What follows belongs to an exercise in optimizing a design on an open flow for small area, a short achievable clock period and few clock cycles; a production flow would make more cautious choices.
At most, simulation tests tie the RTL to the original design; equivalence was not proved.
Only the layout flow was run in runs 1 to 3; the RTL was not checked for function there.
No activity file was given, so power comes from the tool's default toggle rates.

## flow/design.v

```verilog
`timescale 1ns / 1ps
module reg_file(
	input         clk,
	input         we_hi,
	input         we_lo,
	input  [3:0]  wr_idx,
	input  [15:0] wr_data,
	input  [3:0]  rd_idx_a,
	input  [3:0]  rd_idx_b,
	output [15:0] rd_a,
	output [15:0] rd_b);
	reg [15:0] regs [1:15];
	assign rd_a = (rd_idx_a == 4'd0) ? 16'h0000 : regs[rd_idx_a];
	assign rd_b = (rd_idx_b == 4'd0) ? 16'h0000 : regs[rd_idx_b];
	integer i;
	always @(posedge clk)
		for (i = 1; i < 16; i = i + 1)
			if (wr_idx == i) begin
				if (we_hi) regs[i][15:8] <= wr_data[15:8];
				if (we_lo) regs[i][7:0]  <= wr_data[7:0];
			end
endmodule
`timescale 1ns / 1ps
module Core(
	input             clk,
	input             rst,                        
	input      [15:0] mem_to_core_data,           
	output     [15:0] core_to_mem_data,           
	output     [23:0] core_to_mem_address,        
	output            core_to_mem_write_enable);  
	localparam ADD  = 4'b0000;
	localparam ADDI = 4'b0001;
	localparam SUB  = 4'b0010;
	localparam LW   = 4'b0011;
	localparam SW   = 4'b0100;
	localparam LUI  = 4'b0101;
	localparam CMP  = 4'b0110;
	localparam BR   = 4'b0111;
	localparam JMP  = 4'b1000;
	localparam SLL  = 4'b1001;
	localparam SLR  = 4'b1010;
	localparam AND  = 4'b1011;
	localparam NAND = 4'b1100;
	localparam OR   = 4'b1101;
	localparam NOT  = 4'b1110;
	localparam LLI  = 4'b1111;
	wire [15:0] md = mem_to_core_data;
	reg [23:0] addr;         
	reg [23:0] save;         
	reg        dslot;        
	reg        dslot_ld;     
	reg        we;           
	reg        a_data;       
	reg        a_ld;         
	reg        nf_lo;        
	reg        nf_kill;      
	reg [3:0]  ld_dest;
	reg        ld_we;
	reg [15:0] ir;           
	reg        r_valid;      
	reg        zero, negative;
	reg [15:0] opa, opb;
	reg        e_cmp;        
	reg        e_kadd, e_ksub, e_klog, e_kshl, e_kshr;    
	reg [3:0]  e_tt;         
	reg        e_we_hi, e_we_lo;
	reg [3:0]  e_dest;
	wire [15:0] sum_add = opa + opb;
	wire [16:0] sum_sub = {1'b0, opb} + {1'b0, ~opa} + 17'd1;
	wire eq = (opa == opb);
	wire lt = sum_sub[16] & ~eq;    
	reg  [15:0] logic_r;
	integer k;
	always @(*)
		for (k = 0; k < 16; k = k + 1)
			logic_r[k] = e_tt[{opa[k], opb[k]}];
	wire [15:0] other  = ({16{e_klog}} & logic_r) |
	                     ({16{e_kshl}} & (opa << opb[3:0])) |
	                     ({16{e_kshr}} & (opa >> opb[3:0]));
	wire [15:0] result = ({16{e_kadd}} & sum_add) | ({16{e_ksub}} & sum_sub[15:0]) | other;
	wire        e_hi  = e_we_hi;
	wire        e_lo  = e_we_lo;
	wire        w_hi  = a_ld ? ld_we : e_hi;
	wire        w_lo  = a_ld ? ld_we : e_lo;
	wire [3:0]  w_idx = a_ld ? ld_dest : e_dest;
	wire [15:0] w_data = ({16{a_ld}} & md) | result;    
	wire [3:0] op = ir[15:12];
	wire [3:0] ra = ir[11:8];
	wire [3:0] rb = ir[7:4];
	wire [7:0] imm = ir[7:0];
	wire [15:0] rf_a, rf_b;
	reg_file _reg_file(
		.clk(clk), .we_hi(w_hi), .we_lo(w_lo), .wr_idx(w_idx), .wr_data(w_data),
		.rd_idx_a(ra), .rd_idx_b(rb), .rd_a(rf_a), .rd_b(rf_b));
	reg        d_alu, d_cmp, d_sub, d_imm, d_hi, d_lo, d_desta;
	reg [1:0]  d_sel;
	reg [3:0]  d_tt;
	reg [15:0] d_immv;
	always @(*) begin
		d_alu = 1; d_cmp = 0; d_sub = 0; d_imm = 0; d_hi = 1; d_lo = 1; d_desta = 0;
		d_sel = 2'd0; d_tt = 4'b0000; d_immv = {8'h00, imm};
		case (op)
			ADD:  ;
			ADDI: begin d_imm = 1; d_desta = 1; end
			SUB:  d_sub = 1;
			CMP:  begin d_cmp = 1; d_sub = 1; d_hi = 0; d_lo = 0; end
			SLL:  begin d_imm = 1; d_sel = 2'd2; end
			SLR:  begin d_imm = 1; d_sel = 2'd3; end
			AND:  begin d_sel = 2'd1; d_tt = 4'b1000; end
			NAND: begin d_sel = 2'd1; d_tt = 4'b0111; end
			OR:   begin d_sel = 2'd1; d_tt = 4'b1110; end
			NOT:  begin d_sel = 2'd1; d_tt = 4'b0011; end
			LUI:  begin d_imm = 1; d_sel = 2'd1; d_tt = 4'b1010; d_desta = 1; d_lo = 0; d_immv = {imm, imm}; end
			LLI:  begin d_imm = 1; d_sel = 2'd1; d_tt = 4'b1010; d_desta = 1; d_hi = 0; d_immv = {imm, imm}; end
			default: begin d_alu = 0; d_hi = 0; d_lo = 0; end
		endcase
	end
	wire [3:0] d_dest = d_desta ? ra : rb;
	wire       d_dnz  = (d_dest != 4'd0);
	wire ea = (e_dest == ra), eb = (e_dest == rb) & ~d_imm;
	wire la = a_ld & ld_we & (ld_dest == ra), lb = a_ld & ld_we & (ld_dest == rb);
	wire [15:0] ld_a = la ? md : rf_a;
	wire [15:0] ld_b = d_imm ? d_immv : lb ? md : rf_b;
	wire [15:0] fwd_a = {(ea & e_hi) ? result[15:8] : ld_a[15:8],
	                     (ea & e_lo) ? result[7:0]  : ld_a[7:0]};
	wire [15:0] fwd_b = {(eb & e_hi) ? result[15:8] : ld_b[15:8],
	                     (eb & e_lo) ? result[7:0]  : ld_b[7:0]};
	wire a_fs    = ~a_data;
	wire kill    = nf_kill | b_hit;
	wire is_ins  = a_fs & ~kill & ~nf_lo;
	wire is_lo   = a_fs & ~kill & nf_lo;
	wire [3:0] mop = md[15:12];
	wire needs_lo = (mop == LW) | (mop == SW) | (mop == JMP) |
	                ((mop == BR) & (md[11:8] < 4'd6));
	reg  cond;
	always @(*)
		case (ra[2:0])
			3'd0: cond = zero;
			3'd1: cond = ~zero;
			3'd2: cond = negative;
			3'd3: cond = zero | negative;
			3'd4: cond = ~negative & ~zero;
			default: cond = ~negative | zero;
		endcase
	reg  bpend;              
	wire b_adj    = e_cmp;
	wire lo_ldst  = is_lo & ((op == LW) | (op == SW));
	wire lo_jump  = is_lo & ((op == JMP) | ((op == BR) & (b_adj | cond)));
	wire b_pred   = is_lo & (op == BR) & b_adj;
	wire b_miss   = bpend & ~cond;       
	wire b_hit    = bpend & cond;        
	always @(posedge clk) begin
		save <= addr + 24'd1;
		if (rst) begin
			addr    <= 24'h3c8c;
			dslot   <= 0;
			we      <= 0;
			a_data  <= 0;
			nf_lo   <= 0;
			nf_kill <= 1;
			r_valid <= 0;
			a_ld    <= 0;
			bpend   <= 0;
		end else begin
			if (lo_ldst | lo_jump)
				addr <= {imm, md};
			else if (dslot | b_miss)
				addr <= save;
			else
				addr <= addr + 24'd1;
			dslot    <= lo_ldst;
			dslot_ld <= is_lo & (op == LW);
			we       <= is_lo & (op == SW);
			a_data   <= dslot;
			a_ld     <= dslot & dslot_ld;
			if (a_fs) begin
				if (~kill)
					nf_lo <= is_ins & needs_lo;
				nf_kill <= (lo_jump & ~b_pred) | b_miss;
			end
			bpend <= b_pred;
			r_valid <= is_ins;
		end
		if (is_lo) begin
			ld_dest <= ra;
			ld_we   <= (ra != 4'd0);
		end
		if (is_ins)
			ir <= md;
		if (e_cmp) begin
			zero     <= eq;
			negative <= lt;
		end
		if (r_valid)
			opa <= fwd_a;           
		opb <= fwd_b;
		e_tt    <= d_tt;
		if (rst) begin
			e_cmp   <= 0;
			e_kadd  <= 0;
			e_ksub  <= 0;
			e_klog  <= 0;
			e_kshl  <= 0;
			e_kshr  <= 0;
			e_we_hi <= 0;
			e_we_lo <= 0;
		end else begin
			e_cmp   <= r_valid & d_cmp;
			e_kadd  <= r_valid & d_alu & (d_sel == 2'd0) & ~d_sub;
			e_ksub  <= r_valid & d_alu & (d_sel == 2'd0) & d_sub & ~d_cmp;
			e_klog  <= r_valid & d_alu & (d_sel == 2'd1);
			e_kshl  <= r_valid & d_alu & (d_sel == 2'd2);
			e_kshr  <= r_valid & d_alu & (d_sel == 2'd3);
			e_we_hi <= r_valid & d_hi & d_dnz;
			e_we_lo <= r_valid & d_lo & d_dnz;
		end
		e_dest  <= d_dest;
	end
	assign core_to_mem_address      = addr;
	assign core_to_mem_data         = opa;
	assign core_to_mem_write_enable = we;
endmodule
```

## flow/run.sh

```bash
#!/bin/bash
# synth_recipe.tcl (not shown) runs the flow's synth.tcl, then flattens the netlist and writes it again
# the make line also repeats each setting of config.mk as NAME=value (left out here)
make -C /OpenROAD-flow-scripts/flow DESIGN_CONFIG=/design/flow/config.mk WORK_HOME=/design/flow/orfs CLKGATE_MAP_FILE= SYNTH_SCRIPT=/design/flow/synth_recipe.tcl finish
```

## flow/config.mk

```make
export PLATFORM = sky130hd
export DESIGN_NAME = Core
export DESIGN_NICKNAME = Core
export VERILOG_FILES = /design/flow/design.v
export SDC_FILE = /design/flow/constraint.sdc
export NUM_CORES = 4
export LEC_CHECK = 0
export CAP_MARGIN = 20
export CORE_MARGIN = 2
export CORE_UTILIZATION = 40
export SETUP_SLACK_MARGIN = 4.0
export SLEW_MARGIN = 20
```

## flow/constraint.sdc

```tcl
create_clock -name core_clock -period 7.0 [get_ports {clk}]
set_input_delay 1.4000 -clock core_clock [delete_from_list [all_inputs] [get_ports {clk}]]
set_output_delay 1.4000 -clock core_clock [all_outputs]
set_load 0.01 [all_outputs]
```

==> results of run 1 <==
## layer usage
layer | global-route usage, % | routed length, µm | vias up
met5 | 0 | 0 | -
met4 | 15.1 | 5360 | 0
met3 | 8.09 | 10700 | 344
met2 | 47.5 | 38100 | 1517
met1 | 40.2 | 32700 | 9353
li1 | - | - | 8070
## layout make-up
class	instances	share of cell area (%)
timing repair inverter	1	0.0195
sequential	368	39.7
inverter	74	1.22
timing repair buffer	214	8.27
tap	688	3.35
clock inverter	16	0.555
clock buffer	57	4.48
multi-input combinational	1448	42.4
antenna	1	0.00974
## cells in the final DEF, fill, tap and decap left out, types with 38 or more instances in the layout
| cell | synthesis | final |
|---|---|---|
| edfxtp_1 | 280 | 280 |
| a22oi_1 | 43 | 43 |
| a221oi_1 | 53 | 45 |
| nand2_1 | 157 | 144 |
| mux2i_1 | 113 | 112 |
| buf_4 | 2 | 122 |
| a21oi_1 | 151 | 146 |
| clkbuf_16 | 0 | 46 |
| mux2_2 | 40 | 39 |
| clkdlybuf4s50_1 | 0 | 38 |
| o21ai_0 | 85 | 80 |
| dfxtp_1 | 88 | 75 |
| inv_1 | 65 | 56 |
| nor2_1 | 187 | 173 |
## flip-flops by register name (all words and copies together) (netlist names), 4 cells and up
signal	cells
_reg_file.regs	240
e_tt	4
addr	24
save	24
opa	16
opb	16
e_dest	4
ld_dest	4
ir	16
## metrics by stage
step,setup slack (ps),utilization (%),cells,cell area (µm²)
floorplan,3980,-,2037,21200
global placement,2530,42.8,2686,22500
detailed placement,2800,42.9,2687,22500
CTS,3860,47.7,2834,25000
global route,3790,49.0,2866,25700
finish,3830,49.0,2867,25700
## report_power, final
group | internal, µW | switching (µW) | total, µW
clock network | 1220 | 902 | 2120
logic | 593 | 941 | 1530
registers | 2460 | 75.9 | 2540
## path summary, 6_finish.rpt
check	slack, ps	endpoint
hold / removal	460	a_ld
hold reg to reg	460	a_ld
setup / recovery	3830	opa[15]
setup reg to reg	3830	opa[15]
## repair_timing
item                       in CTS  in global routing
resized for setup             160                 82
setup buffers                  65                 25
pin swaps                      33                 14
gates cloned                    9                  6
setup endpoints to repair     329                263
## worst register-to-register path, delay by kind of cell, from the launching register on
kind                     cells  cell delay (ps)
AND/OR/NAND/NOR              3              650
flip-flops                   1              500
buffers and inverters        1               80
AO/OA/AOI/OAI                4             1080
multiplexers                 1              290
adder cells (fa/ha/maj)      1              330
## cells by family (layout without fill, tap and decap cells)
kind of cell	count (synthesis)	in the layout
AO/OA/AOI/OAI	624	628
AND/OR/NAND/NOR	553	555
flip-flops	368	368
buffers and inverters	227	362
multiplexers	188	188
XOR/XNOR	43	43
adder cells (fa/ha/maj)	34	34
other	0	1
==> impl_metrics.py, run 1 <==
metrics = {
    "worst_hold_path": {
        "min_from": "dslot_ld",
        "hold_path_depth": 1,
        "hold_path.class": "flop to flop",
    },
    "critical_path": {
        "rr_worst_depth": 10,
        "cp-end-kind": "flop",
        "max_stage_delay_ps": 530,
        "crit_family": "compound AO/OA/AOI/OAI gates",
        "critPathLaunchType": "flop",
        "crit_start": "opa[8]",
        "worstReg2RegStart": "opa[8]",
        "critPathSlowestCell": "or4_1",
        "worstPathRequired_ps": 7310,
        "worst_ep_arrival_time_ps": 3490,
        "path_max_fanout": 6,
        "crit_buf_inv": 1,
        "worstSetupPathType": "flop to flop",
        "cp_cell_sequence": "inv_2, ha_4, nor2_1, a221o_1, a221oi_2, o2111a_2, nor4_2, or4_1, o41a_4, mux2_4",
        "crit_cells": 10,
    },
    "logic_synthesis": {
        "synth_cell_types": 86,
        "synth_top_family_by_area": "compound AO/OA/AOI/OAI gates",
        "syn_nets": 2089,
        "synth_top_area_share_pct": 39.7,
        "synth_adder_area_share_pct": 2.08,
        "synth_cells": 2037,
        "syn_area_per_cell_um2": 10.4,
        "syn-cell-area_um2": 21200,
        "yosysTopAreaCell": "edfxtp_1",
        "synth_ff_type": "edfxtp_1",
        "synth_xor_area_share_pct": 1.78,
        "ys_seq_area_share_pct": 48.1,
        "synthTopCellsByCount": "edfxtp_1 (280), nor2_1 (187), nand2_1 (157), a21oi_1 (151), mux2i_1 (113)",
        "ys_ff_latch": 368,
        "synth-async-reset-ratio_pct": 0,
        "synth_warnings": 19,
        "muxShareOfSynthArea_pct": 11.0,
        "synth_edf_count": 280,
        "yosys.area_share.simple_pct": 11.9,
        "synth_compound_gate_area_share_pct": 20.7,
        "synth.most_common_cell": "edfxtp_1",
        "synth.area.top_cells": "edfxtp_1 (40%), dfxtp_1 (8.3%), mux2i_1 (5.3%)",
    },
    "layout": {
        "fill_cells": 4696,
        "finalNetCount": 2199,
        "drive_above_1_share_pct": 20.9,
        "area_growth_pct": 21.5,
        "multi_input_area_um2": 10900,
        "seqCellArea_um2": 10200,
    },
    "global_routing": {
        "grt_max_degree": 60,
        "first_global_vias": 18200,
        "grt_overflow": 0,
        "grt_use_total_pct": 30.8,
        "antenna_found_initial": 0,
        "grt_first_pass_wirelength_um": 123000,
    },
    "clocking": {
        "clock-sinks": 368,
        "cts_root_buf": "clkbuf_16",
        "holdBufCountCts": 0,
        "cts_buffer_depth": 3,
        "cts_tree": "done",
        "cts_max_level": 2,
        "clkLatencyLatePin_ps": 580,
        "cts_buffers": 40,
        "cts.clk_slew.worst_paths_ps": 60,
    },
    "drt": {
        "drcViolationCount": 0,
        "vias": 19300,
        "dr.pass1.iters": 7,
        "drt-initial-drc-count": 3131,
        "via_per_inst": 6.73,
        "routedWlPerCell_um": 30.3,
        "drt.antenna.violating_nets": 0,
        "drt_wl_total_um": 87000,
    },
    "sta": {
        "fin_setup_tns_ps": 0,
        "drv_slew": 0,
        "rsz0062_at_grt": "true",
        "max_freq_mhz": 315,
        "period_needed_ps": 3170,
        "holdWs_ps": 464,
        "period_share_pct": 45.3,
        "hold_viol": 0,
        "worst_pin_slew_ps": 1170,
        "setup_violations": 0,
        "finalClockSkew_ps": 27.4,
        "maxSlewHeadroom_pct": 21.9,
    },
    "power": {
        "p_leak_uw": 0.00942,
        "vdd_drop_max_v": 0.000139,
        "powerDensity_nw_per_um2": 241,
        "finalPower_uw": 6190,
    },
    "die": {
        "rows": 84,
        "die_h_um": 234,
        "dieArea_um2": 54700,
        "io_pins": 59,
        "die_x_um": 234,
        "start_util_pct": 40.3,
        "coreArea_um2": 52400,
    },
    "job": {
        "maxCapViolations": 0,
    },
    "placement": {
        "dpl.hpwl_um": 54900,
        "place_congestion": 0.955,
        "io_buffers": 58,
    },
    "status": {
        "outcome": "complete, no violations",
    },
}
==> inputs of run 2 (changes only) <==
==> flow/flow/run.sh (new file) <==
#!/bin/bash
# The standard layout (standard.sh, unchanged synthesis and steps), except
# that the input and output port buffers are buf_4 cells instead of the delay
# buffers (clkdlybuf4s50_1) that buffer_ports picks by default.
set -euo pipefail
export BUFFER_PORTS_ARGS="-buffer_cell sky130_fd_sc_hd__buf_4"
bash standard.sh > standard.log 2>&1
==> flow/standard.sh (new file) <==
#!/bin/bash
# synth_recipe.tcl (not shown) runs the flow's synth.tcl, then flattens the netlist and writes it again
# the make line also repeats each setting of config.mk as NAME=value (left out here)
make -C /OpenROAD-flow-scripts/flow DESIGN_CONFIG=/design/flow/config.mk WORK_HOME=/design/flow/orfs CLKGATE_MAP_FILE= SYNTH_SCRIPT=/design/flow/synth_recipe.tcl "${@:-finish}"
removed: flow/run.sh
==> run 2 against run 1 <==
Compared with the run above:
- still clean on timing, DRC and antenna
- via count grew 0.52%
- clock skew shrank 1.9 ps
- utilization shrank 0.39 points
- non-clock buffer count shrank 9
- hold slack lost 3.1 ps
- global-route usage shrank 0.37 points
- sequential share of layout area grew 0.27 points
- critical path depth shrank 2
- area after synthesis is the same
==> impl_metrics.py, run 2 <==
metrics = {
    "worst_hold_path": {
        "hold_path_depth": 1,
        "min_from": "dslot_ld",
        "whs_endpoint": "a_ld",
        "hold_path.class": "flop to flop",
    },
    "logic_synthesis": {
        "syn-cell-area_um2": 21200,
        "synth_warnings": 19,
        "synth_edf_count": 280,
        "synth.most_common_cell": "edfxtp_1",
        "ys_ff_latch": 368,
        "synth.area.top_cells": "edfxtp_1 (40%), dfxtp_1 (8.3%), mux2i_1 (5.3%)",
        "syn_area_per_cell_um2": 10.4,
        "synthTopCellsByCount": "edfxtp_1 (280), nor2_1 (187), nand2_1 (157), a21oi_1 (151), mux2i_1 (113)",
        "synth_top_area_share_pct": 39.7,
        "synth_cells": 2037,
        "synth_cell_types": 86,
        "ys_seq_area_share_pct": 48.1,
        "yosysTopAreaCell": "edfxtp_1",
        "synth_ff_type": "edfxtp_1",
        "syn_nets": 2089,
        "synth-async-reset-ratio_pct": 0,
    },
    "global_routing": {
        "grt_first_pass_wirelength_um": 122000,
        "antenna_found_initial": 1,
        "grt_overflow": 0,
        "first_global_vias": 17800,
        "grt_max_degree": 59,
        "grt_use_total_pct": 30.4,
    },
    "sta": {
        "maxSlewHeadroom_pct": 22.9,
        "finalClockSkew_ps": 25.5,
        "max_freq_mhz": 307,
        "fin_setup_tns_ps": 0,
        "setup_violations": 0,
        "drv_slew": 0,
        "period_needed_ps": 3260,
        "worst_pin_slew_ps": 1150,
        "hold_viol": 0,
        "rsz0062_at_grt": "true",
        "period_share_pct": 46.6,
    },
    "die": {
        "io_pins": 59,
        "coreArea_um2": 52400,
        "start_util_pct": 40.3,
        "die_x_um": 234,
        "die_h_um": 234,
        "rows": 84,
        "dieArea_um2": 54700,
    },
    "critical_path": {
        "reg2reg_to": "opa[15]",
        "path_max_fanout": 5,
        "worstSetupPathType": "flop to flop",
        "critPathLaunchType": "flop",
        "critPathSlowestCell": "or4_4",
        "crit_buf_inv": 2,
        "rr_worst_depth": 8,
        "crit_family": "multiplexers",
        "cp-end-kind": "flop",
        "worst_ep_arrival_time_ps": 3560,
        "reg2reg_slack_ps": 3740,
        "worstReg2RegStart": "opa[7]",
        "max_stage_delay_ps": 600,
        "worstPathRequired_ps": 7300,
        "cp_cell_sequence": "buf_6, buf_4, mux4_2, mux2i_2, o221ai_1, or4_4, o41a_4, mux2_4",
    },
    "layout": {
        "regMostFlops": "_reg_file.regs",
        "drive_above_1_share_pct": 23.0,
        "fill_cells": 4668,
        "final_cell_mix": "edfxtp_1 (280), buf_4 (171), nor2_1 (168)",
        "largest_reg_flops": 240,
        "layout_commonest_cell": "edfxtp_1",
        "top_regs": "_reg_file.regs: 240 flops, addr: 24 flops, save: 24 flops",
        "stdcell_count": 2858,
        "final_core_util_pct": 48.6,
        "area_growth_pct": 20.5,
        "diodes": 0,
        "finalNetCount": 2190,
    },
    "power": {
        "switching_power_uw": 1940,
        "vdd_drop_max_v": 0.000159,
        "clockPowerShare_pct": 34.0,
        "comb_power_share_pct": 25.2,
        "p_sw_share_pct": 31.3,
        "seqPwrFrac_pct": 40.8,
        "powerDensity_nw_per_um2": 244,
        "p_leak_uw": 0.00941,
        "p_int_uw": 4270,
    },
    "drt": {
        "drt.antenna.violating_nets": 0,
        "routedWlPerCell_um": 30.4,
        "drt-initial-drc-count": 3374,
        "dr.pass1.iters": 7,
        "drt_wl_total_um": 86800,
        "via_per_inst": 6.78,
        "drcViolationCount": 0,
        "vias": 19400,
    },
    "clocking": {
        "cts_buffer_depth": 3,
        "clock-sinks": 368,
        "cts.clk_slew.worst_paths_ps": 60,
        "cts_root_buf": "clkbuf_16",
        "cts_max_level": 2,
        "clkLatencyLatePin_ps": 570,
        "cts_tree": "done",
        "cts_buffers": 40,
    },
    "placement": {
        "place_inst": 2685,
        "place_congestion": 0.985,
        "dpl.hpwl_um": 55100,
        "io_buffers": 58,
    },
    "job": {
        "maxCapViolations": 0,
    },
    "status": {
        "outcome": "complete, no violations",
    },
}
run 2: cell types whose count changed in the layout (fill, tap and decap cells not counted), moves of 4 or more:
cell             change
buf_4               +49
clkdlybuf4s50_1     -38
dlygate4sd2_1       -15
dfxtp_1              +8
dfxtp_2              -7
clkinv_2             +6
dlymetal6s2s_1       -5
nor2_1               -5
clkbuf_8             -4
ha_1                 +4
nor2_4               +4
run 2: worst register-to-register path, delay by kind of cell (launching register included):
| family | cells | cell delay (ps) |
|---|---|---|
| multiplexers | 3 | 1010 |
| AND/OR/NAND/NOR | 1 | 600 |
| flip-flops | 1 | 530 |
| AO/OA/AOI/OAI | 2 | 500 |
| buffers and inverters | 2 | 360 |
run 2: cell type report:
| type | count | area [µm²] | area share (%) |
|---|---|---|---|
| clock inverters | 25 | 215 | 0.844 |
| repair buffers | 205 | 1950 | 7.65 |
| multi-input cells | 1449 | 10900 | 42.8 |
| well taps | 688 | 861 | 3.38 |
| flip-flops and latches | 368 | 10200 | 39.9 |
| inverters | 74 | 300 | 1.18 |
| clock buffers | 49 | 1080 | 4.23 |
run 2: how the worst max path moves through the flow:
stage	startpoint	endpoint	slack, ps	cells after the start
floorplan	opa[8]	opa[15]	3980	11
global placement	opb[1]	_reg_file.regs[10][12]	3150	11
detailed placement	ir[9]	opa[3]	3050	7
CTS	opa[7]	opa[15]	3800	10
global route	opa[7]	opa[15]	3710	10
finish	opa[7]	opa[15]	3740	8
run 2: what timing repair did:
item	CTS	global route
cloned	9	5
pin swaps	24	22
setup endpoints to repair	308	245
setup buffers	53	31
hold buffers	0	0
resized for setup	126	77
run 2: kinds of logic (layout without fill, tap and decap cells):
logic type	Yosys count	count (layout)	synth area share, %
AOI/OAI and AO/OA	624	628	20.7
and+or+nand+nor	553	556	11.9
DFF	368	368	48.1
buffers and inverters	227	353	4.38
muxes	188	188	11.0
xor gates and xnor gates	43	43	1.78
adders and majority gates	34	34	2.08
run 2: per-layer routing:
metal  share of wire [%]  track usage [%]
met1                  37             40.4
met2                  43             46.1
met3                  13             7.42
met4                 6.5             15.8
met5               0.059            0.714
run 2: metrics by stage:
step / cell area (µm²) / setup WS, ps / hold WS, ps / power, µW
3_5_place_dp: 22300 / 3050 / 452 / 3780
2_1_floorplan: 21200 / 3980 / 420 / 3370
6_report: 25500 / 3740 / 461 / 6220
5_1_grt: 25500 / 3710 / 503 / 6390
3_3_place_gp: 22300 / 3150 / 446 / 3770
4_1_cts: 24800 / 3800 / 471 / 6040
run 2: power by group through the flow:
| stage | combinational (µW) | sequential, µW | clock [µW] |
|---|---|---|---|
| final | 1570 | 2540 | 2110 |
| after global routing | 1630 | 2540 | 2210 |
| after CTS | 1380 | 2530 | 2120 |
| after detailed placement | 1190 | 2590 | 0 |
| after global placement | 1180 | 2590 | 0 |
| after floorplan | 818 | 2550 | 0 |
==> inputs of run 3 (changes only) <==
==> flow/flow/run.sh (replaced) <==
#!/bin/bash
# The standard layout (standard.sh: same synthesis script, registers and
# steps), with two changes to how cells are picked:
#  - ADDER_MAP_FILE is empty, so synthesis leaves adders to abc as plain logic
#    instead of fixed full/half adder cells;
#  - the input and output port buffers are buf_4 cells instead of the delay
#    buffers (clkdlybuf4s50_1) that buffer_ports picks by default.
# ORFS writes each step's full log under orfs/logs; make's output goes to
# standard.log.
set -euo pipefail
export ADDER_MAP_FILE=
export BUFFER_PORTS_ARGS="-buffer_cell sky130_fd_sc_hd__buf_4"
bash standard.sh > standard.log 2>&1
==> run 3 against run 2 <==
Compared with the run above:
- final cell count fell by 9.4%
- final area decreased by 8.3%
- critical path depth is 1 higher
==> impl_metrics.py, run 3 <==
metrics = {
    "status": {
        "outcome": "complete, no violations",
    },
    "layout": {
        "drive_above_1_share_pct": 21.3,
        "largest_reg_flops": 240,
        "layout_commonest_cell": "edfxtp_1",
        "area_growth_pct": 20.3,
        "finalNetCount": 1963,
        "final_cell_mix": "edfxtp_1 (280), buf_4 (177), nor2_1 (157)",
        "diodes": 0,
        "top_regs": "_reg_file.regs: 240 flops, addr: 24 flops, save: 24 flops",
        "post-route-cell-area_um2": 23400,
        "regMostFlops": "_reg_file.regs",
    },
    "sta": {
        "hold_viol": 0,
        "worst_pin_slew_ps": 1220,
        "maxSlewHeadroom_pct": 18.6,
        "period_share_pct": 44.5,
        "max_freq_mhz": 321,
        "period_needed_ps": 3110,
        "drv_slew": 0,
        "fin_setup_tns_ps": 0,
        "rsz0062_at_grt": "true",
        "finalClockSkew_ps": 26.2,
        "setup_violations": 0,
    },
    "global_routing": {
        "grt_max_degree": 47,
        "first_global_vias": 16000,
        "antenna_found_initial": 0,
        "grt_overflow": 0,
        "grt_use_total_pct": 27.6,
        "grt_first_pass_wirelength_um": 104000,
    },
    "critical_path": {
        "critPathSlowestCell": "or4_4",
        "cp-end-kind": "flop",
        "critPathLaunchType": "flop",
        "path_max_fanout": 8,
        "crit_family": "compound AO/OA/AOI/OAI gates",
        "worstSetupPathType": "flop to flop",
        "max_stage_delay_ps": 560,
        "cp_cell_sequence": "xor2_4, or4_4, or3b_4, a211oi_4, o21ai_2, a21oi_2, o311ai_4, buf_12, a21o_4",
        "crit_buf_inv": 1,
        "worstPathRequired_ps": 7290,
        "worst_ep_arrival_time_ps": 3410,
    },
    "logic_synthesis": {
        "synth-async-reset-ratio_pct": 0,
        "synth_ff_type": "edfxtp_1",
        "synth_cells": 1833,
        "syn_nets": 1851,
        "synth.most_common_cell": "edfxtp_1",
        "ys_seq_area_share_pct": 52.3,
        "synth.area.top_cells": "edfxtp_1 (43%), dfxtp_1 (9.1%), a22oi_1 (5.6%)",
        "synth_warnings": 19,
        "syn_area_per_cell_um2": 10.6,
        "ys_ff_latch": 368,
        "synth_top_area_share_pct": 43.3,
        "synthTopCellsByCount": "edfxtp_1 (280), nor2_1 (166), nand2_1 (162), a22oi_1 (145), a21oi_1 (117)",
        "synth_cell_types": 95,
        "synth_edf_count": 280,
        "syn-cell-area_um2": 19400,
        "yosysTopAreaCell": "edfxtp_1",
    },
    "die": {
        "io_pins": 59,
        "die_x_um": 224,
        "dieArea_um2": 50400,
        "coreArea_um2": 47800,
        "start_util_pct": 40.6,
        "die_h_um": 224,
        "rows": 80,
    },
    "clocking": {
        "cts_buffers": 40,
        "clkLatencyLatePin_ps": 570,
        "cts_root_buf": "clkbuf_16",
        "cts.clk_slew.worst_paths_ps": 60,
        "cts_max_level": 2,
        "clock-sinks": 368,
        "cts_buffer_depth": 3,
        "cts_tree": "done",
    },
    "power": {
        "p_leak_uw": 0.00830,
        "powerDensity_nw_per_um2": 246,
        "vdd_drop_max_v": 0.000196,
    },
    "drt": {
        "dr.pass1.iters": 9,
        "drcViolationCount": 0,
        "drt.antenna.violating_nets": 0,
        "routedWlPerCell_um": 27.5,
        "vias": 16800,
        "via_per_inst": 6.49,
        "drt-initial-drc-count": 2425,
        "drt_wl_total_um": 71200,
    },
    "placement": {
        "dpl.hpwl_um": 44400,
        "io_buffers": 58,
        "place_area_um2": 20500,
        "place_congestion": 0.946,
    },
    "job": {
        "maxCapViolations": 0,
    },
    "worst_hold_path": {
        "hold_path.class": "flop to flop",
    },
}
-- run 3: path summary, 6_finish.rpt --
check | slack, ps | to | depth (start not counted) | start
min reg2reg | 440 | a_ld | 1 | dslot_ld
max reg2reg | 3890 | _reg_file.regs[1][15] | 9 | opa[13]
max | 3890 | _reg_file.regs[1][15] | 9 | opa[13]
min | 440 | a_ld | 1 | dslot_ld
-- run 3: area by class of cell --
type	count	area (µm²)
inverter	41	164
tap	615	769
timing repair buffer	199	1740
sequential	368	10200
fill	4282	24500
clock inverter	21	219
multi-input combinational	1295	9200
clock buffer	50	1090
-- run 3: kinds of logic after synthesis --
kind of cell / after synthesis / synth area share [%]
mux: 94 / 6.25
xor+xnor: 73 / 3.37
compound gates: 569 / 20.3
simple gates: 543 / 13.3
fa+ha+maj: 11 / 0.567
buf+inv: 175 / 3.82
flops: 368 / 52.3
-- run 3: metrics by stage --
stage | power (µW) | setup slack [ps] | util, % | instances | hold slack, ps
3_5_place_dp | 3420 | 2900 | 42.9 | 2414 | 437
4_1_cts | 5670 | 3950 | 47.9 | 2556 | 449
2_1_floorplan | 3150 | 4010 | - | 1833 | 420
3_3_place_gp | 3410 | 2980 | 42.8 | 2414 | 444
6_report | 5760 | 3890 | 48.8 | 2589 | 444
5_1_grt | 5930 | 3830 | 48.8 | 2589 | 474
-- run 3: power by group --
part,switching (µW),internal [µW]
Combinational,648,466
Clock,891,1250
Sequential,98.8,2400
Total,1640,4120
-- run 3: what timing repair did --
| item | in CTS | in global routing |
|---|---|---|
| setup endpoints to repair | 297 | 281 |
| pin swaps | 24 | 14 |
| hold buffers | 0 | 0 |
| buffers inserted | 66 | 28 |
| gates resized for setup | 84 | 44 |
| cloned | 5 | 3 |
-- run 3: per-layer routing --
| metal | GRT usage [%] | vias up | wire [µm] |
|---|---|---|---|
| li1 | - | 7278 | - |
| met1 | 37.1 | 8126 | 28200 |
| met2 | 42.9 | 1112 | 31700 |
| met3 | 5.20 | 278 | 7380 |
| met4 | 13.7 | 0 | 3870 |
| met5 | 0 | - | 0 |
==> inputs of run 4 (changes only) <==
--- a/flow/design.v
+++ b/flow/design.v
@@ -60,13 +60,16 @@
 	reg        r_valid;      
 	reg        zero, negative;
 	reg [15:0] opa, opb;
+	reg [15:0] sdata;        
 	reg        e_cmp;        
 	reg        e_kadd, e_ksub, e_klog, e_kshl, e_kshr;    
 	reg [3:0]  e_tt;         
 	reg        e_we_hi, e_we_lo;
 	reg [3:0]  e_dest;
-	wire [15:0] sum_add = opa + opb;
-	wire [16:0] sum_sub = {1'b0, opb} + {1'b0, ~opa} + 17'd1;
+	wire [15:0] sum_add;
+	wire [16:0] sum_sub;
+	add16 _add(.a(opa),  .b(opb), .cin(1'b0), .s(sum_add), .cout());
+	add16 _sub(.a(~opa), .b(opb), .cin(1'b1), .s(sum_sub[15:0]), .cout(sum_sub[16]));
 	wire eq = (opa == opb);
 	wire lt = sum_sub[16] & ~eq;    
 	reg  [15:0] logic_r;
@@ -191,8 +194,9 @@
 			zero     <= eq;
 			negative <= lt;
 		end
-		if (r_valid)
-			opa <= fwd_a;           
+		opa <= fwd_a;
+		if (r_valid & (op == SW))
+			sdata <= fwd_a;
 		opb <= fwd_b;
 		e_tt    <= d_tt;
 		if (rst) begin
@@ -217,6 +221,52 @@
 		e_dest  <= d_dest;
 	end
 	assign core_to_mem_address      = addr;
-	assign core_to_mem_data         = opa;
+	assign core_to_mem_data         = sdata;
 	assign core_to_mem_write_enable = we;
 endmodule
+module add16(
+	input  [15:0] a,
+	input  [15:0] b,
+	input         cin,
+	output [15:0] s,
+	output        cout);
+	wire [15:0] p = a ^ b;
+	wire [15:0] g0 = a & b;
+	wire [15:0] g = {g0[15:1], g0[0] | (p[0] & cin)};
+	wire [15:0] G1, P1, G2, P2, G3, P3, G4, P4;
+	genvar i;
+	generate
+		for (i = 0; i < 16; i = i + 1) begin : pf
+			if (i & 1) begin
+				assign G1[i] = g[i] | (p[i] & g[i - 1]);
+				assign P1[i] = p[i] & p[i - 1];
+			end else begin
+				assign G1[i] = g[i];
+				assign P1[i] = p[i];
+			end
+			if (i & 2) begin
+				assign G2[i] = G1[i] | (P1[i] & G1[(i & ~3) + 1]);
+				assign P2[i] = P1[i] & P1[(i & ~3) + 1];
+			end else begin
+				assign G2[i] = G1[i];
+				assign P2[i] = P1[i];
+			end
+			if (i & 4) begin
+				assign G3[i] = G2[i] | (P2[i] & G2[(i & ~7) + 3]);
+				assign P3[i] = P2[i] & P2[(i & ~7) + 3];
+			end else begin
+				assign G3[i] = G2[i];
+				assign P3[i] = P2[i];
+			end
+			if (i & 8) begin
+				assign G4[i] = G3[i] | (P3[i] & G3[(i & ~15) + 7]);
+				assign P4[i] = P3[i] & P3[(i & ~15) + 7];
+			end else begin
+				assign G4[i] = G3[i];
+				assign P4[i] = P3[i];
+			end
+		end
+	endgenerate
+	assign s = p ^ {G4[14:0], cin};
+	assign cout = G4[15];
+endmodule
==> run 4 against run 3 <==
Compared with the run above:
- hold slack better by 21 ps
- critical path type unchanged
- still clean
- critical path depth is 1 higher
- die area is 3.1% higher
- setup slack better by 7.3 ps
==> impl_metrics.py, run 4 <==
metrics = {
    "status": {
        "outcome": "complete, no violations",
    },
    "global_routing": {
        "grt_first_pass_wirelength_um": 108000,
        "grt_overflow": 0,
        "grt_max_degree": 35,
        "antenna_found_initial": 1,
        "first_global_vias": 16300,
        "grt_use_total_pct": 27.5,
    },
    "critical_path": {
        "reg2reg_to": "_reg_file.regs[15][13]",
        "worstSetupPathType": "flop to flop",
        "worstPathRequired_ps": 7300,
        "path_max_fanout": 15,
        "critPathLaunchType": "flop",
        "rr_worst_depth": 10,
        "cp_cell_sequence": "buf_4, clkbuf_16, mux2_2, nand2_1, o21ai_2, mux4_2, a211oi_2, o21ai_1, a2111o_1, a21o_4",
        "max_stage_delay_ps": 520,
        "worst_ep_arrival_time_ps": 3400,
        "cp-end-kind": "flop",
        "reg2reg_slack_ps": 3890,
        "critPathSlowestCell": "mux4_2",
        "worstReg2RegStart": "opb[0]",
    },
    "logic_synthesis": {
        "synth_warnings": 19,
        "synth_adder_area_share_pct": 0.512,
        "yosysTopAreaCell": "edfxtp_1",
        "synth.area.top_cells": "edfxtp_1 (42%), dfxtp_1 (10%), a22oi_1 (4.5%)",
        "synthTopCellsByCount": "edfxtp_1 (280), nor2_1 (159), nand2_1 (141), a22oi_1 (121), dfxtp_1 (104)",
        "synth_top_area_share_pct": 41.9,
        "syn-cell-area_um2": 20100,
        "synth_xor_area_share_pct": 3.29,
        "muxShareOfSynthArea_pct": 8.40,
        "synth_edf_count": 280,
        "synth_ff_type": "edfxtp_1",
        "synth_compound_gate_area_share_pct": 19.2,
        "synth_cell_types": 95,
        "syn_nets": 1848,
        "synth-async-reset-ratio_pct": 0,
        "ys_ff_latch": 384,
        "synth_cells": 1830,
        "yosys.area_share.simple_pct": 12.4,
        "syn_area_per_cell_um2": 11.0,
        "synth_top_family_by_area": "compound AO/OA/AOI/OAI gates",
        "ys_seq_area_share_pct": 52.3,
        "synth.most_common_cell": "edfxtp_1",
    },
    "sta": {
        "worst_pin_slew_ps": 1220,
        "setup_violations": 0,
        "period_share_pct": 44.4,
        "finalClockSkew_ps": 26.4,
        "hold_viol": 0,
        "max_freq_mhz": 322,
        "fin_ws_ps": 3890,
        "rsz0062_at_grt": "true",
        "holdWs_ps": 465,
        "drv_slew": 0,
        "period_needed_ps": 3110,
        "maxSlewHeadroom_pct": 18.2,
        "fin_setup_tns_ps": 0,
    },
    "die": {
        "die_h_um": 228,
        "io_pins": 59,
        "start_util_pct": 40.2,
        "coreArea_um2": 49900,
        "dieArea_um2": 51900,
        "rows": 82,
        "die_x_um": 228,
    },
    "layout": {
        "layout_commonest_cell": "edfxtp_1",
        "final_cell_mix": "edfxtp_1 (280), buf_4 (164), nor2_1 (145)",
        "finalNetCount": 1935,
        "stdcell_count": 2621,
        "fill_cells": 4411,
        "drive_above_1_share_pct": 23.3,
        "diodes": 0,
        "top_regs": "_reg_file.regs: 240 flops, addr: 24 flops, save: 24 flops",
        "area_growth_pct": 20.2,
        "multi_input_area_um2": 9570,
        "regMostFlops": "_reg_file.regs",
        "post-route-cell-area_um2": 24100,
        "largest_reg_flops": 240,
        "seqCellArea_um2": 10600,
    },
    "job": {
        "maxCapViolations": 0,
    },
    "clocking": {
        "cts.clk_slew.worst_paths_ps": 60,
        "cts_root_buf": "clkbuf_16",
        "cts_buffer_depth": 3,
        "clkLatencyLatePin_ps": 580,
        "clock-sinks": 384,
        "cts_tree": "done",
        "cts_buffers": 42,
        "cts_max_level": 2,
    },
    "drt": {
        "drcViolationCount": 0,
        "drt_wl_total_um": 74800,
        "drt.antenna.violating_nets": 0,
        "dr.pass1.iters": 9,
        "via_per_inst": 6.63,
        "drt-initial-drc-count": 3210,
        "vias": 17400,
        "routedWlPerCell_um": 28.5,
    },
    "power": {
        "vdd_drop_max_v": 0.000188,
        "powerDensity_nw_per_um2": 258,
        "p_leak_uw": 0.00852,
    },
    "placement": {
        "io_buffers": 58,
        "dpl.hpwl_um": 46600,
        "place_ws_ps": 2790,
        "place_area_um2": 21300,
        "place_congestion": 0.974,
        "place_inst": 2469,
    },
    "worst_hold_path": {
        "hold_path_depth": 1,
        "whs_endpoint": "a_ld",
        "min_from": "dslot_ld",
        "hold_path.class": "flop to flop",
    },
}
==> run 4: cell count changes in the layout (fill, tap and decap cells not counted), moves of 12 or more <==
cell and delta:
and3_1 +14, buf_4 -13, a221oi_1 +17, nand2_1 -20, o21ai_0 -40, a22o_1 +15, nor2_1 -12, a22oi_1 -24
==> run 4: how the worst max path moves through the flow <==
stage	startpoint	to	slack, ps
finish	opb[0]	_reg_file.regs[15][13]	3890
global route	opb[0]	_reg_file.regs[15][13]	3860
CTS	opb[4]	_reg_file.regs[7][8]	4010
detailed placement	opb[3]	_reg_file.regs[2][11]	2790
global placement	opb[3]	_reg_file.regs[7][11]	2850
floorplan	opb[0]	_reg_file.regs[10][11]	4090
==> run 4: logic make-up (layout without fill, tap and decap cells) <==
family,Yosys count,count (layout)
mux,127,127
flops,384,384
fa+ha+maj,10,10
buf+inv,182,297
compound gates,539,540
simple gates,516,519
xor+xnor,72,72
==> run 4: area by class of cell <==
| type | count | area share [%] |
|---|---|---|
| Tap cell | 672 | 3.49 |
| Sequential cell | 384 | 43.8 |
| Inverter | 36 | 0.576 |
| Clock buffer | 55 | 4.82 |
| Multi-Input combinational cell | 1268 | 39.7 |
| Clock inverter | 21 | 0.867 |
| Timing Repair inverter | 1 | 0.0208 |
| Timing Repair Buffer | 184 | 6.75 |
==> run 4: where the power goes <==
part	total, µW	switching [µW]	internal [µW]
clock network	2230	937	1290
registers	2660	153	2510
logic	1330	763	571
total	6230	1850	4370
==> run 4: repair_timing <==
| item | 4_1_cts | 5_1_grt |
|---|---|---|
| pin swaps | 18 | 28 |
| endpoints found under the setup margin | 310 | 268 |
| buffers inserted | 21 | 38 |
| hold buffers | 0 | 0 |
| gates resized for setup | 77 | 88 |
| cloned | 8 | 5 |
==> run 4: stage by stage <==
| stage | power [µW] | util [%] |
|---|---|---|
| 2_1_floorplan | 3410 | - |
| 5_1_grt | 6420 | 48.3 |
| 3_3_place_gp | 3720 | 42.7 |
| 4_1_cts | 6060 | 46.8 |
| 6_report | 6230 | 48.3 |
| 3_5_place_dp | 3720 | 42.8 |
==> run 4: worst max-delay path, delay by kind of cell (launching register included) <==
family | cells | cell delay, ps
DFF | 1 | 390
AOI/OAI and AO/OA | 5 | 1170
buffers and inverters | 2 | 280
muxes | 2 | 880
and+or+nand+nor | 1 | 110
==> run 4: routing by layer <==
layer	track usage, %	wire, µm
met1	36.4	28600
met2	41.5	32100
met3	7.96	9710
met4	13.0	4470
met5	0	0
Testbench counts of run 4, summed over its fixed seeds: cycles 53,178.
==> inputs of run 5 (changes only) <==
--- a/flow/config.mk
+++ b/flow/config.mk
@@ -8,5 +8,7 @@
 export CAP_MARGIN = 20
 export CORE_MARGIN = 2
 export CORE_UTILIZATION = 40
+export CTS_CLUSTER_DIAMETER = 150
+export CTS_CLUSTER_SIZE = 20
 export SETUP_SLACK_MARGIN = 4.0
 export SLEW_MARGIN = 20
==> run 5 against run 4 <==
Compared with the run above:
- hold slack better by 14 ps
- still clean
- area after synthesis unchanged
- die area unchanged
- first-iteration DRC count up 0.87%
- clock-buffer cell count down 15
==> impl_metrics.py, run 5 <==
metrics = {
    "sta": {
        "maxSlewHeadroom_pct": 16.3,
        "fin_ws_ps": 3890,
        "rsz0062_at_grt": "true",
        "period_needed_ps": 3110,
        "period_share_pct": 44.4,
        "worst_pin_slew_ps": 1250,
        "max_freq_mhz": 322,
        "fin_setup_tns_ps": 0,
        "drv_slew": 0,
        "hold_viol": 0,
        "setup_violations": 0,
        "finalClockSkew_ps": 35.1,
    },
    "placement": {
        "place_inst": 2469,
        "place_ws_ps": 2790,
        "io_buffers": 58,
        "dpl.hpwl_um": 46600,
        "place_congestion": 0.974,
    },
    "logic_synthesis": {
        "synth.most_common_cell": "edfxtp_1",
        "synth-async-reset-ratio_pct": 0,
        "synth_adder_area_share_pct": 0.512,
        "synth_top_family_by_area": "compound AO/OA/AOI/OAI gates",
        "synth_ff_type": "edfxtp_1",
        "synth_cell_types": 95,
        "yosys.area_share.simple_pct": 12.4,
        "syn_nets": 1848,
        "synth_xor_area_share_pct": 3.29,
        "synth_compound_gate_area_share_pct": 19.2,
        "muxShareOfSynthArea_pct": 8.40,
        "ys_ff_latch": 384,
        "syn-cell-area_um2": 20100,
        "synth_edf_count": 280,
        "ys_seq_area_share_pct": 52.3,
        "synth.area.top_cells": "edfxtp_1 (42%), dfxtp_1 (10%), a22oi_1 (4.5%)",
        "syn_area_per_cell_um2": 11.0,
        "synthTopCellsByCount": "edfxtp_1 (280), nor2_1 (159), nand2_1 (141), a22oi_1 (121), dfxtp_1 (104)",
        "synth_cells": 1830,
        "synth_top_area_share_pct": 41.9,
        "yosysTopAreaCell": "edfxtp_1",
        "synth_warnings": 19,
    },
    "critical_path": {
        "worstPathRequired_ps": 7330,
        "worst_ep_arrival_time_ps": 3440,
        "path_max_fanout": 6,
        "critPathLaunchType": "flop",
        "worstSetupPathType": "flop to flop",
        "cp-end-kind": "flop",
    },
    "power": {
        "seqPwrFrac_pct": 49.5,
        "clockPowerShare_pct": 26.6,
        "comb_power_share_pct": 23.9,
        "switching_power_uw": 1690,
        "finalPower_uw": 5370,
        "p_int_uw": 3680,
        "p_leak_uw": 0.00807,
        "powerDensity_nw_per_um2": 232,
        "vdd_drop_max_v": 0.000250,
        "p_sw_share_pct": 31.4,
    },
    "layout": {
        "top_regs": "_reg_file.regs: 240 flops, addr: 24 flops, save: 24 flops",
        "layout_commonest_cell": "edfxtp_1",
        "largest_reg_flops": 240,
        "seqCellArea_um2": 10500,
        "drive_above_1_share_pct": 20.8,
        "stdcell_count": 2575,
        "area_growth_pct": 15.7,
        "final_core_util_pct": 46.5,
        "fill_cells": 4519,
        "multi_input_area_um2": 9500,
        "final_cell_mix": "edfxtp_1 (280), buf_4 (157), nor2_1 (145)",
        "finalNetCount": 1904,
        "regMostFlops": "_reg_file.regs",
        "diodes": 0,
    },
    "clocking": {
        "cts_buffer_depth": 3,
        "cts_max_level": 1,
        "cts_tree": "done",
        "cts_buffers": 23,
        "cts.clk_slew.worst_paths_ps": 90,
        "clkLatencyLatePin_ps": 590,
        "cts_root_buf": "clkbuf_16",
        "holdBufCountCts": 0,
        "clock-sinks": 384,
    },
    "global_routing": {
        "antenna_found_initial": 0,
        "grt_use_total_pct": 27.2,
        "grt_overflow": 0,
        "first_global_vias": 16100,
        "grt_max_degree": 35,
        "grt_first_pass_wirelength_um": 107000,
    },
    "drt": {
        "drt_wl_total_um": 74000,
        "vias": 17100,
        "drt-initial-drc-count": 3238,
        "via_per_inst": 6.63,
        "drt.antenna.violating_nets": 0,
        "routedWlPerCell_um": 28.7,
        "dr.pass1.iters": 7,
        "drcViolationCount": 0,
    },
    "die": {
        "start_util_pct": 40.2,
        "die_x_um": 228,
        "rows": 82,
        "coreArea_um2": 49900,
        "die_h_um": 228,
        "io_pins": 59,
        "dieArea_um2": 51900,
    },
    "worst_hold_path": {
        "hold_path.class": "flop to flop",
    },
    "job": {
        "maxCapViolations": 0,
    },
    "status": {
        "outcome": "complete, no violations",
    },
}
[run 5: cell counts after synthesis]
No cell type changed its count.
[run 5: final timing paths]
| kind | startpoint | endpoint | slack (ps) | depth (start not counted) |
|---|---|---|---|---|
| setup / recovery | opb[0] | sdata[13] | 3890 | 9 |
| hold / removal | dslot_ld | a_ld | 480 | 1 |
| setup reg to reg | opb[0] | sdata[13] | 3890 | 9 |
| hold reg to reg | dslot_ld | a_ld | 480 | 1 |
[run 5: kinds of logic (layout without fill, tap and decap cells)]
| group | after synthesis | count (layout) |
|---|---|---|
| DFF | 384 | 384 |
| AOI/OAI and AO/OA | 539 | 541 |
| muxes | 127 | 127 |
| buffers and inverters | 182 | 251 |
| adders and majority gates | 10 | 10 |
| and+or+nand+nor | 516 | 518 |
| xor gates and xnor gates | 72 | 72 |
[run 5: repair_timing]
item / 4_1_cts / 5_1_grt
setup buffers: 31 / 20
pin swaps: 18 / 20
endpoints found under the setup margin: 310 / 252
resized for setup: 85 / 55
gates cloned: 8 / 2
[run 5: stage by stage]
stage | cell area [µm²] | hold slack [ps]
after global placement | 21300 | 449
after CTS | 22700 | 477
after floorplan | 20100 | 420
after detailed placement | 21300 | 444
after global routing | 23200 | 494
final | 23200 | 479
[run 5: final cells by class]
type	count	share of cell area, %
Clock inverter	2	0.156
Tap cell	672	3.63
Sequential cell	384	45.5
Timing Repair Buffer	172	6.43
Multi-Input combinational cell	1268	41.0
Inverter	36	0.604
Clock buffer	40	2.76
Timing Repair inverter	1	0.0216
[run 5: routing by layer]
layer | share of wire (%) | up-vias | track usage [%] | wire length (µm)
met4 | 6.2 | 0 | 13.0 | 4570
met2 | 43 | 1323 | 41.0 | 31700
met5 | 0 | - | 0 | 0
met1 | 38 | 8225 | 36.6 | 28400
met3 | 13 | 303 | 7.03 | 9280
li1 | - | 7224 | - | -
[run 5: critical path, stage by stage (launching register included)]
cell and delay [ps]:
dfxtp_4 420, buf_12 140, nand2b_1 120, a21boi_1 300, nor2_1 180, mux4_2 540
a211oi_2 240, o21ai_0 130, a2111o_1 460, mux2_4 330
[run 5: power by group through the flow]
stage	clock network (µW)	logic (µW)	registers, µW
after CTS	1450	1170	2650
after global routing	1510	1350	2670
after global placement	0	1020	2700
final	1430	1280	2660
after floorplan	0	825	2590
after detailed placement	0	1030	2700
==> inputs of run 6 (changes only) <==
--- a/flow/design.v
+++ b/flow/design.v
@@ -5,14 +5,20 @@
 	input         we_lo,
 	input  [3:0]  wr_idx,
 	input  [15:0] wr_data,
-	input  [3:0]  rd_idx_a,
-	input  [3:0]  rd_idx_b,
-	output [15:0] rd_a,
-	output [15:0] rd_b);
+	input  [15:1] sel_a,
+	input  [15:1] sel_b,
+	output reg [15:0] rd_a,
+	output reg [15:0] rd_b);
 	reg [15:0] regs [1:15];
-	assign rd_a = (rd_idx_a == 4'd0) ? 16'h0000 : regs[rd_idx_a];
-	assign rd_b = (rd_idx_b == 4'd0) ? 16'h0000 : regs[rd_idx_b];
 	integer i;
+	always @(*) begin
+		rd_a = 16'h0000;
+		rd_b = 16'h0000;
+		for (i = 1; i < 16; i = i + 1) begin
+			rd_a = rd_a | (regs[i] & {16{sel_a[i]}});
+			rd_b = rd_b | (regs[i] & {16{sel_b[i]}});
+		end
+	end
 	always @(posedge clk)
 		for (i = 1; i < 16; i = i + 1)
 			if (wr_idx == i) begin
@@ -57,12 +63,14 @@
 	reg [3:0]  ld_dest;
 	reg        ld_we;
 	reg [15:0] ir;           
+	reg [15:1] oh_a, oh_b;   
 	reg        r_valid;      
 	reg        zero, negative;
 	reg [15:0] opa, opb;
 	reg [15:0] sdata;        
 	reg        e_cmp;        
-	reg        e_kadd, e_ksub, e_klog, e_kshl, e_kshr;    
+	reg        e_kadd, e_ksub, e_klog;    
+	reg [3:0]  e_s0l, e_s0r, e_s1;        
 	reg [3:0]  e_tt;         
 	reg        e_we_hi, e_we_lo;
 	reg [3:0]  e_dest;
@@ -77,9 +85,21 @@
 	always @(*)
 		for (k = 0; k < 16; k = k + 1)
 			logic_r[k] = e_tt[{opa[k], opb[k]}];
+	reg [15:0] shl1, shr1, shl, shr;
+	integer m;
+	always @(*) begin
+		shl1 = 16'h0000; shr1 = 16'h0000; shl = 16'h0000; shr = 16'h0000;
+		for (m = 0; m < 4; m = m + 1) begin
+			shl1 = shl1 | ((opa << m) & {16{e_s0l[m]}});
+			shr1 = shr1 | ((opa >> m) & {16{e_s0r[m]}});
+		end
+		for (m = 0; m < 4; m = m + 1) begin
+			shl = shl | ((shl1 << (4 * m)) & {16{e_s1[m]}});
+			shr = shr | ((shr1 >> (4 * m)) & {16{e_s1[m]}});
+		end
+	end
 	wire [15:0] other  = ({16{e_klog}} & logic_r) |
-	                     ({16{e_kshl}} & (opa << opb[3:0])) |
-	                     ({16{e_kshr}} & (opa >> opb[3:0]));
+	                     shl | shr;
 	wire [15:0] result = ({16{e_kadd}} & sum_add) | ({16{e_ksub}} & sum_sub[15:0]) | other;
 	wire        e_hi  = e_we_hi;
 	wire        e_lo  = e_we_lo;
@@ -94,7 +114,7 @@
 	wire [15:0] rf_a, rf_b;
 	reg_file _reg_file(
 		.clk(clk), .we_hi(w_hi), .we_lo(w_lo), .wr_idx(w_idx), .wr_data(w_data),
-		.rd_idx_a(ra), .rd_idx_b(rb), .rd_a(rf_a), .rd_b(rf_b));
+		.sel_a(oh_a), .sel_b(oh_b), .rd_a(rf_a), .rd_b(rf_b));
 	reg        d_alu, d_cmp, d_sub, d_imm, d_hi, d_lo, d_desta;
 	reg [1:0]  d_sel;
 	reg [3:0]  d_tt;
@@ -152,6 +172,7 @@
 	wire b_pred   = is_lo & (op == BR) & b_adj;
 	wire b_miss   = bpend & ~cond;       
 	wire b_hit    = bpend & cond;        
+	integer q;
 	always @(posedge clk) begin
 		save <= addr + 24'd1;
 		if (rst) begin
@@ -190,6 +211,10 @@
 		end
 		if (is_ins)
 			ir <= md;
+		for (q = 1; q < 16; q = q + 1) begin
+			oh_a[q] <= (md[11:8] == q);
+			oh_b[q] <= (md[7:4] == q);
+		end
 		if (e_cmp) begin
 			zero     <= eq;
 			negative <= lt;
@@ -199,13 +224,15 @@
 			sdata <= fwd_a;
 		opb <= fwd_b;
 		e_tt    <= d_tt;
+		for (q = 0; q < 4; q = q + 1)
+			e_s1[q] <= (imm[3:2] == q);
 		if (rst) begin
 			e_cmp   <= 0;
 			e_kadd  <= 0;
 			e_ksub  <= 0;
 			e_klog  <= 0;
-			e_kshl  <= 0;
-			e_kshr  <= 0;
+			e_s0l   <= 0;
+			e_s0r   <= 0;
 			e_we_hi <= 0;
 			e_we_lo <= 0;
 		end else begin
@@ -213,8 +240,10 @@
 			e_kadd  <= r_valid & d_alu & (d_sel == 2'd0) & ~d_sub;
 			e_ksub  <= r_valid & d_alu & (d_sel == 2'd0) & d_sub & ~d_cmp;
 			e_klog  <= r_valid & d_alu & (d_sel == 2'd1);
-			e_kshl  <= r_valid & d_alu & (d_sel == 2'd2);
-			e_kshr  <= r_valid & d_alu & (d_sel == 2'd3);
+			for (q = 0; q < 4; q = q + 1) begin
+				e_s0l[q] <= r_valid & (d_sel == 2'd2) & (imm[1:0] == q);
+				e_s0r[q] <= r_valid & (d_sel == 2'd3) & (imm[1:0] == q);
+			end
 			e_we_hi <= r_valid & d_hi & d_dnz;
 			e_we_lo <= r_valid & d_lo & d_dnz;
 		end
==> run 6 against run 5 <==
Compared with the run above:
- critical path type unchanged
- hold slack worse by 30 ps
- largest cell class unchanged
- synthesized cell count grew 1.4%
- still clean
- die area is 0.99% higher
- sequential share of layout area is 5.6 points higher
- maximum frequency rose by 6.2%
- register-to-register slack better by 180 ps
- global-route usage down 1.1 points
- critical endpoint is now _reg_file.regs[8][13]
==> impl_metrics.py, run 6 <==
metrics = {
    "status": {
        "outcome": "complete, no violations",
    },
    "power": {
        "p_sw_share_pct": 27.3,
        "p_leak_uw": 0.00733,
        "p_int_uw": 3680,
        "switching_power_uw": 1380,
        "powerDensity_nw_per_um2": 228,
        "clockPowerShare_pct": 30.0,
        "vdd_drop_max_v": 0.000182,
        "comb_power_share_pct": 13.0,
        "seqPwrFrac_pct": 57.0,
    },
    "clocking": {
        "cts_tree": "done",
        "cts_max_level": 1,
        "holdBufCountCts": 0,
        "clkLatencyLatePin_ps": 580,
        "clock-sinks": 424,
        "cts_buffers": 25,
        "cts_root_buf": "clkbuf_16",
        "cts.clk_slew.worst_paths_ps": 100,
        "cts_buffer_depth": 3,
    },
    "layout": {
        "largest_reg_flops": 240,
        "multi_input_area_um2": 8400,
        "regMostFlops": "_reg_file.regs",
        "layout_commonest_cell": "edfxtp_1",
        "diodes": 0,
        "stdcell_count": 2505,
        "seqCellArea_um2": 11300,
        "final_cell_mix": "edfxtp_1 (280), nand2_1 (162), a22oi_1 (158)",
        "finalNetCount": 1833,
        "area_growth_pct": 9.52,
        "drive_above_1_share_pct": 12.5,
        "top_regs": "_reg_file.regs: 240 flops, addr: 24 flops, save: 24 flops",
        "fill_cells": 4728,
    },
    "drt": {
        "drt-initial-drc-count": 2410,
        "vias": 16500,
        "routedWlPerCell_um": 28.2,
        "drt_wl_total_um": 70700,
        "drt.antenna.violating_nets": 0,
        "via_per_inst": 6.59,
        "drcViolationCount": 0,
        "dr.pass1.iters": 10,
    },
    "logic_synthesis": {
        "synth.most_common_cell": "edfxtp_1",
        "synth_warnings": 3,
        "synth-async-reset-ratio_pct": 0,
        "syn_nets": 1873,
        "ys_ff_latch": 424,
        "ys_seq_area_share_pct": 55.7,
        "syn_area_per_cell_um2": 10.9,
        "synth_cell_types": 70,
        "synth_cells": 1855,
        "synth_edf_count": 280,
        "synth.area.top_cells": "edfxtp_1 (42%), dfxtp_1 (14%), a22oi_1 (5.9%)",
        "syn-cell-area_um2": 20300,
        "synth_ff_type": "edfxtp_1",
        "yosysTopAreaCell": "edfxtp_1",
        "synth_top_area_share_pct": 41.5,
        "synthTopCellsByCount": "edfxtp_1 (280), nand2_1 (171), a22oi_1 (158), clkbuf_1 (153), dfxtp_1 (144)",
    },
    "die": {
        "io_pins": 59,
        "dieArea_um2": 52400,
        "rows": 82,
        "coreArea_um2": 50100,
        "die_h_um": 229,
        "start_util_pct": 40.5,
        "die_x_um": 229,
    },
    "critical_path": {
        "path_max_fanout": 15,
        "worstPathRequired_ps": 7310,
        "critPathSlowestCell": "dfxtp_1",
        "critPathLaunchType": "flop",
        "worstSetupPathType": "flop to flop",
        "worst_ep_arrival_time_ps": 3240,
        "max_stage_delay_ps": 550,
        "cp-end-kind": "flop",
        "reg2reg_slack_ps": 4070,
        "cp_cell_sequence": "xor2_1, or4_4, nand2b_1, o221a_4, a32o_1, a2111oi_4, buf_4, nand2_4",
    },
    "sta": {
        "fin_ws_ps": 4070,
        "period_needed_ps": 2930,
        "setup_violations": 0,
        "finalClockSkew_ps": 33.1,
        "maxSlewHeadroom_pct": 16.6,
        "rsz0062_at_grt": "false",
        "worst_pin_slew_ps": 1250,
        "drv_slew": 0,
        "max_freq_mhz": 341,
        "hold_viol": 0,
        "fin_setup_tns_ps": 0,
        "period_share_pct": 41.8,
    },
    "global_routing": {
        "grt_max_degree": 33,
        "grt_use_total_pct": 26.1,
        "first_global_vias": 15400,
        "antenna_found_initial": 0,
        "grt_overflow": 0,
        "grt_first_pass_wirelength_um": 103000,
    },
    "placement": {
        "dpl.hpwl_um": 45700,
        "place_congestion": 0.932,
        "io_buffers": 58,
        "place_ws_ps": 3210,
        "place_inst": 2453,
    },
    "job": {
        "maxCapViolations": 0,
    },
    "worst_hold_path": {
        "hold_path.class": "flop to flop",
    },
}
run 6: changes by cell type after synthesis, sizes merged, moves of 25 or more:
| cell | previous run | this run |
|---|---|---|
| clkbuf | 100 | 153 |
| a21oi | 101 | 54 |
| dfxtp | 104 | 144 |
| a22oi | 121 | 158 |
| mux2i | 70 | 33 |
| nand2 | 141 | 171 |
| buf | 46 | 17 |
| a22o | 24 | 49 |
run 6: cells by family after synthesis:
family / synth area share (%)
multiplexers: 3.74
AO/OA/AOI/OAI: 20.7
XOR/XNOR: 3.11
buffers and inverters: 3.90
flip-flops: 55.7
AND/OR/NAND/NOR: 12.1
adder cells (fa/ha/maj): 0.667
run 6: final cells by class:
class                           instances  area share (%)
Sequential cell                       424            51.1
Multi-Input combinational cell       1228            37.9
Tap cell                              672            3.79
Timing Repair Buffer                  102            3.45
Clock buffer                           44            3.14
Inverter                               34           0.575
Clock inverter                          1          0.0733
run 6: what timing repair did:
action / in CTS / in global routing
pin swaps: 2 / 5
gates cloned: 0 / 1
setup endpoints to repair: 166 / 236
gates resized for setup: 36 / 33
buffers inserted: 2 / 4
run 6: worst max-delay path, delay by kind of cell (launching register included):
kind	cells	cell delay [ps]
compound gates	3	870
flops	1	550
buf+inv	1	200
xor+xnor	1	260
simple gates	3	770
run 6: power groups by stage:
stage / Sequential (µW) / Combinational [µW] / Clock, µW
2_1_floorplan: 2810 / 528 / 0
3_3_place_gp: 2930 / 605 / 0
3_5_place_dp: 2930 / 609 / 0
4_1_cts: 2880 / 623 / 1530
5_1_grt: 2900 / 711 / 1620
6_report: 2890 / 659 / 1520
run 6: final timing paths:
| kind | cells after the start | to | start |
|---|---|---|---|
| setup / recovery | 8 | _reg_file.regs[8][13] | opb[11] |
| hold / removal | 1 | a_ld | dslot_ld |
| setup reg to reg | 8 | _reg_file.regs[8][13] | opb[11] |
| hold reg to reg | 1 | a_ld | dslot_ld |
run 6: through the flow:
stage	area, µm²	power, µW	util, %	hold WS (ps)
2_1_floorplan	20300	3340	-	420
3_3_place_gp	21100	3530	42.2	429
3_5_place_dp	21200	3540	42.3	433
4_1_cts	22000	5030	44.0	455
5_1_grt	22200	5230	44.3	488
6_report	22200	5060	44.3	449
run 6: metal layers:
layer	GRT usage (%)	part of all wire, %	vias up	wire, µm
met4	11.9	5.7	0	4060
li1	-	-	7080	-
met2	40.2	44	1123	31300
met5	0	0	-	0
met3	5.23	12	305	8220
met1	35.5	38	8000	27100
Testbench counts of run 6, summed over its fixed seeds: cycles 53,178.

-- separate check: timing with driven ports --
Ports are ideal in the flow. The routed layouts listed here were re-timed in OpenROAD.
Step 1: set_driving_cell puts a clkbuf_16 on clk and a buf_2 on each other input, an assumption about the parent block.
Step 2 also shifts input and output timing later by t, the mid clock arrival at the registers, as if the neighbouring blocks saw the same clock.
a / b / c = no drivers / after step 1 / after step 2; a / b = the first two.
run | t (ns) | setup WS [ns] | hold slack, ns | slew at the worst register clock pin (ns) | cell pins on the clock port's net
run 1 | 0.621 | 3.827 / 3.827 / 3.769 | 0.464 / 0.464 / 0.464 | 0.07 / 0.07 | 1
run 2 | 0.614 | 3.739 / 3.739 / 3.739 | 0.461 / 0.461 / 0.461 | 0.07 / 0.07 | 1
run 3 | 0.613 | 3.886 / 3.886 / 3.886 | 0.444 / 0.444 / 0.444 | 0.07 / 0.07 | 1
run 4 | 0.623 | 3.894 / 3.894 / 3.696 | 0.465 / 0.465 / 0.465 | 0.07 / 0.07 | 1
run 5 | 0.635 | 3.891 / 3.891 / 3.711 | 0.479 / 0.479 / 0.479 | 0.11 / 0.11 | 1
run 6 | 0.627 | 4.071 / 4.071 / 3.747 | 0.449 / 0.449 / 0.449 | 0.10 / 0.10 | 1
After both steps every run listed still meets setup and hold. The setup slack of run 6, which loses most, moves by 0.000 ns with the drivers and by -0.324 ns with both steps.
